This is an optimization exercise on Yosys and OpenROAD, whose aim is small area, a short achievable clock period and few clock cycles, not a production implementation.
Function was checked by simulation only, so behaviour that the tests miss may differ from the original.

==> inputs of v35 <==
## M1
module M1 (
		input logic clk,
		input logic reset,
		input logic M1_start,
		input logic [15:0] SRAM_read_data,
		output logic [17:0] M1_SRAM_Address,
		output logic [15:0] M1_SRAM_write_data,
		output logic M1_Status,
		output logic M1_SRAM_we_n
);
make LEC_CHECK=0 CAP_MARGIN=20 CORE_MARGIN=2 CORE_UTILIZATION=50 SLEW_MARGIN=20 finish   # period 13.0 ns
run.sh (not shown) runs the stock make flow with config.mk's settings and CLKGATE_MAP_FILE= SYNTH_SCRIPT=/design/flow/synth_recipe.tcl, a recipe that flattens the netlist after the stock synthesis.
==> v33 (differences from v35) <==
--- a/flow/design.v
+++ b/flow/design.v
@@ -26,14 +26,15 @@
 logic [15:0] yw;          
 logic [22:0] yt;          
 logic        start_r;
 logic [8:0]  pu, pv;      
 logic [10:0] pu3, pv3;    
-logic [9:0]  ft;          
+logic [20:0] ft;          
+logic        ysel_hi;
 logic        qu, qv;      
 logic [8:0]  pa, pb, pc;  
-logic [37:0] res;         
+logic [76:0] res;         
 logic [7:0]  b0h;
 wire run  = (mode == S_RUN);
 wire lead = (mode == S_LEAD);
 wire p0 = ph == 4'd0, p1 = ph == 4'd1, p2 = ph == 4'd2, p3 = ph == 4'd3, p4 = ph == 4'd4;
 wire p5 = ph == 4'd5, p6 = ph == 4'd6, p7 = ph == 4'd7, p8 = ph == 4'd8, p9 = ph == 4'd9;
@@ -181,11 +182,10 @@
 wire sr_86 = yt[22] | pv3[9];
 wire sr_87 = ~(pv3[10]);
 wire sr_88 = pv3[10];
 wire [27:0] sr_ra = {1'b1, 1'b1, sr_86, sr_84, sr_82, sr_80, sr_78, sr_76, sr_74, sr_72, sr_70, sr_68, sr_66, sr_64, sr_62, sr_60, sr_58, sr_56, sr_54, sr_52, sr_50, sr_48, sr_46, pv3[4], yt[1], yt[0], pv3[1], pv3[0]};
 wire [27:0] sr_rb = {1'b0, sr_88, sr_87, sr_85, sr_83, sr_81, sr_79, sr_77, sr_75, sr_73, sr_71, sr_69, sr_67, sr_65, sr_63, sr_61, sr_59, sr_57, sr_55, sr_53, sr_51, sr_49, sr_47, sr_45, pv3[3], pv3[2], 1'b0, 1'b0};
-wire [27:0] sum_r = sr_ra + sr_rb;
 wire sg_1 = yt[11] ^ ~pu3[0];
 wire sg_2 = yt[11] & ~pu3[0];
 wire sg_3 = yt[12] ^ ~pu3[1];
 wire sg_4 = yt[12] & ~pu3[1];
 wire sg_5 = yt[3] ^ ~pu3[2];
@@ -328,11 +328,10 @@
 wire sg_142 = (sg_56 & sg_96) | (sg_56 & sg_97) | (sg_96 & sg_97);
 wire sg_143 = ~(sg_98 ^ sg_99);
 wire sg_144 = sg_98 | sg_99;
 wire [27:0] sg_ra = {1'b1, 1'b1, sg_100, sg_142, sg_140, sg_138, sg_136, sg_134, sg_132, sg_130, sg_128, sg_126, sg_124, sg_122, sg_120, sg_118, sg_116, sg_114, sg_112, sg_110, sg_108, sg_106, sg_104, sg_102, sg_57, yt[0], ~pv[1], ~pv[0]};
 wire [27:0] sg_rb = {1'b0, 1'b0, sg_144, sg_143, sg_141, sg_139, sg_137, sg_135, sg_133, sg_131, sg_129, sg_127, sg_125, sg_123, sg_121, sg_119, sg_117, sg_115, sg_113, sg_111, sg_109, sg_107, sg_105, sg_103, sg_101, ~pv[2], 1'b0, 1'b1};
-wire [27:0] sum_g = sg_ra + sg_rb;
 wire sb_1 = yt[5] ^ pu[0];
 wire sb_2 = yt[5] & pu[0];
 wire sb_3 = yt[6] ^ pu[1];
 wire sb_4 = yt[6] & pu[1];
 wire sb_5 = yt[7] ^ pu[2] ^ pu3[6];
@@ -419,11 +418,10 @@
 wire sb_86 = yt[22] & pu[7];
 wire sb_87 = ~(pu[8]);
 wire sb_88 = pu[8];
 wire [27:0] sb_ra = {1'b1, 1'b1, sb_86, sb_84, sb_82, sb_80, sb_78, sb_76, sb_74, sb_72, sb_70, sb_68, sb_66, sb_64, sb_62, sb_60, sb_58, sb_56, sb_54, sb_52, sb_50, sb_48, sb_46, sb_44, pu3[3], yt[0], pu3[1], pu3[0]};
 wire [27:0] sb_rb = {1'b0, sb_88, sb_87, sb_85, sb_83, sb_81, sb_79, sb_77, sb_75, sb_73, sb_71, sb_69, sb_67, sb_65, sb_63, sb_61, sb_59, sb_57, sb_55, sb_53, sb_51, sb_49, sb_47, sb_45, sb_43, pu3[2], 1'b0, 1'b0};
-wire [27:0] sum_b = sb_ra + sb_rb;
 wire fs_1 = pa[7] ^ pa[5];
 wire fs_2 = pa[7] & pa[5];
 wire fs_3 = pa[8] ^ pa[6];
 wire fs_4 = pa[8] & pa[6];
 wire fs_5 = pa[4] ^ pa[2];
@@ -562,18 +560,20 @@
 wire fs_138 = (pc[7] & fs_84) | (pc[7] & fs_108) | (fs_84 & fs_108);
 wire fs_139 = ~(pc[8]);
 wire fs_140 = pc[8];
 wire [17:0] fs_ra = {1'b1, 1'b1, fs_138, fs_136, fs_134, fs_132, fs_130, fs_128, fs_126, fs_124, fs_122, fs_120, fs_118, fs_116, fs_114, fs_112, fs_110, 1'b1};
 wire [17:0] fs_rb = {1'b0, fs_140, fs_139, fs_137, fs_135, fs_133, fs_131, fs_129, fs_127, fs_125, fs_123, fs_121, fs_119, fs_117, fs_115, fs_113, fs_111, fs_109};
-wire [17:0] fir_s = fs_ra + fs_rb;
 function automatic [7:0] clip(input [11:0] s);
 	clip = s[11] ? 8'd0 : (|s[10:8]) ? 8'd255 : s[7:0];
 endfunction
 wire rq_u = res[1], rq_v = res[0];
-wire [7:0] c_r = rq_v ? 8'd0 : clip(res[37:26]);
-wire [7:0] c_g = (rq_u | rq_v) ? 8'd0 : clip(res[25:14]);
-wire [7:0] c_b = rq_u ? 8'd0 : clip(res[13:2]);
+wire [11:0] s_r = res[76:65] + res[64:53] + {11'd0, res[52]};
+wire [11:0] s_g = res[51:40] + res[39:28] + {11'd0, res[27]};
+wire [11:0] s_b = res[26:15] + res[14:3] + {11'd0, res[2]};
+wire [7:0] c_r = rq_v ? 8'd0 : clip(s_r);
+wire [7:0] c_g = (rq_u | rq_v) ? 8'd0 : clip(s_g);
+wire [7:0] c_b = rq_u ? 8'd0 : clip(s_b);
 wire nx_rd_y = run & (p2 | p6);
 wire nx_rd_u = (run & (p0 | (p9 & to_lead))) | (lead & p3);
 wire nx_rd_v = (run & p1) | (lead & (p0 | p4));
 wire nx_wr_cur  = run & ~dummy & ~tail & (p5 | p7 | p8);
 wire nx_wr_prev = ~first & ((run & ((p9 & ~to_lead) | p3 | p4)) | (lead & p8));
@@ -590,16 +590,17 @@
 	else                  M1_SRAM_write_data <= {c_r, c_g};
 end
 always_ff @(posedge clk or negedge reset) begin
 	if (~reset) begin
 		start_r <= 1'b0;
-		mode <= S_IDLE; dummy <= 1'b0; first <= 1'b0; ph <= 4'd0; k <= 7'd0; chv <= 1'b0;
+		mode <= S_IDLE; dummy <= 1'b0; first <= 1'b0; ph <= 4'd0; k <= 7'd0; chv <= 1'b0; ysel_hi <= 1'b0;
 		yc <= 16'd0; ra <= RGB_START_ADDRESS; M1_Status <= 1'b0; M1_SRAM_we_n <= 1'b1;
 	end else begin
 		M1_SRAM_we_n <= ~nx_wr;
 		start_r <= M1_start;
 		chv <= run & (p2 | p6);
+		ysel_hi <= run & (p2 | p6);
 		case (mode)
 		S_IDLE: if (start_r) begin
 			mode <= S_RUN; dummy <= 1'b1; first <= 1'b1; ph <= 4'd6; k <= 7'd0;
 			yc <= 16'd0; ra <= RGB_START_ADDRESS; M1_Status <= 1'b0;
 		end
@@ -649,18 +650,24 @@
 	pa <= {1'b0, fa} + {1'b0, ff};
 	pb <= {1'b0, fb} + {1'b0, fe};
 	pc <= {1'b0, fc} + {1'b0, fd};
 end
 wire ld_even = run & (p0 | p6);
-wire [8:0] nu9 = ld_even ? {1'b0, wu2} : ft[8:0];
-wire [8:0] nv9 = ld_even ? {1'b0, wv2} : ft[8:0];
-wire [7:0] ysel = (p3 | p7) ? yw[15:8] : yw[7:0];
+wire [8:0] nu9 = ld_even ? {1'b0, wu2} : fir_t[8:0];
+wire [8:0] nv9 = ld_even ? {1'b0, wv2} : fir_t[8:0];
+wire [7:0] ysel = ysel_hi ? yw[15:8] : yw[7:0];
+wire [8:0]  fs_lo = {1'b0, fs_ra[7:0]} + {1'b0, fs_rb[7:0]};
+wire [16:0] sr_lo = {1'b0, sr_ra[15:0]} + {1'b0, sr_rb[15:0]};
+wire [16:0] sg_lo = {1'b0, sg_ra[15:0]} + {1'b0, sg_rb[15:0]};
+wire [16:0] sb_lo = {1'b0, sb_ra[15:0]} + {1'b0, sb_rb[15:0]};
+wire [9:0]  fir_t = ft[20:11] + ft[10:1] + {9'd0, ft[0]};
 always_ff @(posedge clk) begin
-	ft <= fir_s[17:8];
-	if (ld_even | (run & (p4 | p8))) begin pu <= nu9; pu3 <= nu9 + {nu9, 1'b0}; qu <= ~ld_even & ft[9]; end
-	if (ld_even | (run & (p5 | p9))) begin pv <= nv9; pv3 <= nv9 + {nv9, 1'b0}; qv <= ~ld_even & ft[9]; end
+	ft <= {fs_ra[17:8], fs_rb[17:8], fs_lo[8]};
+	if (ld_even | (run & (p4 | p8))) begin pu <= nu9; pu3 <= nu9 + {nu9, 1'b0}; qu <= ~ld_even & fir_t[9]; end
+	if (ld_even | (run & (p5 | p9))) begin pv <= nv9; pv3 <= nv9 + {nv9, 1'b0}; qv <= ~ld_even & fir_t[9]; end
 	if (run & (p5 | p9)) yw <= SRAM_read_data;
 	if (run & (p3 | p5 | p7 | p9)) yt <= yt_s[24:2];
-	if (run & (p0 | p4 | p6 | p8)) res <= {sum_r[27:16], sum_g[27:16], sum_b[27:16], qu, qv};
+	if (run & (p0 | p4 | p6 | p8)) res <= {sr_ra[27:16], sr_rb[27:16], sr_lo[16], sg_ra[27:16], sg_rb[27:16], sg_lo[16],
+	                                          sb_ra[27:16], sb_rb[27:16], sb_lo[16], qu, qv};
 	if (run & (p5 | p9)) b0h <= c_b;
 end
 endmodule
==> impl_metrics.yaml <==
clocking:
  clock_latency_ns: 0.60
critical_path:
  critPathLaunch: "ph[0]$_DFFE_PN0P_"
  r2r-start: "ph[0]$_DFFE_PN0P_"
  crit_family: "adder cells"
  endpoint: "yt[21]$_DFFE_PP_"
  critical_path_required_ns: 13.33
cells_and_area:
  top_regs: "res x38, yt x23"
  seq_area_sq_um: 9870
  drive_gt1_share_pct: 7.61
  multi_input_area_share_pct: 47.2
  nonClkBufAreaFrac_pct: 2.25
outcome:
  status: "complete, no violations"
route:
  wl_met2_mm: 26.5
synth:
  synthArstFlopShare_pct: 14.7
  synth_edf_count: 237
die:
  start_util_pct: 50.5
  num_rows: 81
grt:
  met1_usage_pct: 30.7
timing:
  max_slew.worst_pin.slew_ns: 1.11
The numbers above come from v35.

==> impl_metrics.yaml <==
outcome:
  status: "complete, no violations"
synth:
  synthArstFlopShare_pct: 13.3
  synth_edf_count: 266
  syn-cell-area_sq_um: 25500
critical_path:
  critPathLaunch: "mode[1]$_DFFE_PN0P_"
  critical_path_required_ns: 13.30
  crit_family: "compound AO/OA/AOI/OAI gates"
  r2r-start: "mode[1]$_DFFE_PN0P_"
timing:
  fin_crit_sh_pct: 39.1
  max_slew.worst_pin.slew_ns: 1.04
die:
  start_util_pct: 50.7
  num_rows: 82
grt:
  grt_pass1_wl_mm: 90.7
  met1_usage_pct: 31.6
cells_and_area:
  drive_gt1_share_pct: 7.47
  fin_util_pct: 56.4
  nonClkBufAreaFrac_pct: 2.18
  seq_area_sq_um: 10900
clocking:
  clock_latency_ns: 0.57
The numbers above come from v33.

Testbench counts of v35, summed over its fixed seeds: cycles 1,165,026.
Testbench counts of v33, summed over its fixed seeds: cycles 1,165,026.

-- port drivers added, routing unchanged --
No port has a modelled driver above. Below, the same layouts with a new extraction and two added sets of constraints. Step 1 sets driving cells, clkbuf_16 on the clock port and buf_2 on the other inputs (assumed; they add their load-dependent delay and slew). Step 2 adds t to the input delays and takes it off the output delays; t is the mean of the earliest and latest rising clock arrival at the registers after step 1. Input paths then give back, and output paths get back, about the clock's delay inside the block. a / b / c = ideal ports / drivers / drivers and shift; a / b = the first two.
run	t, ns	setup WS [ns]	cell pins on the clock port's net
v35	0.635	8.112 / 8.112 / 8.112	1
v33	0.607	7.919 / 7.919 / 7.919	1
After both steps every run listed still meets setup and hold.
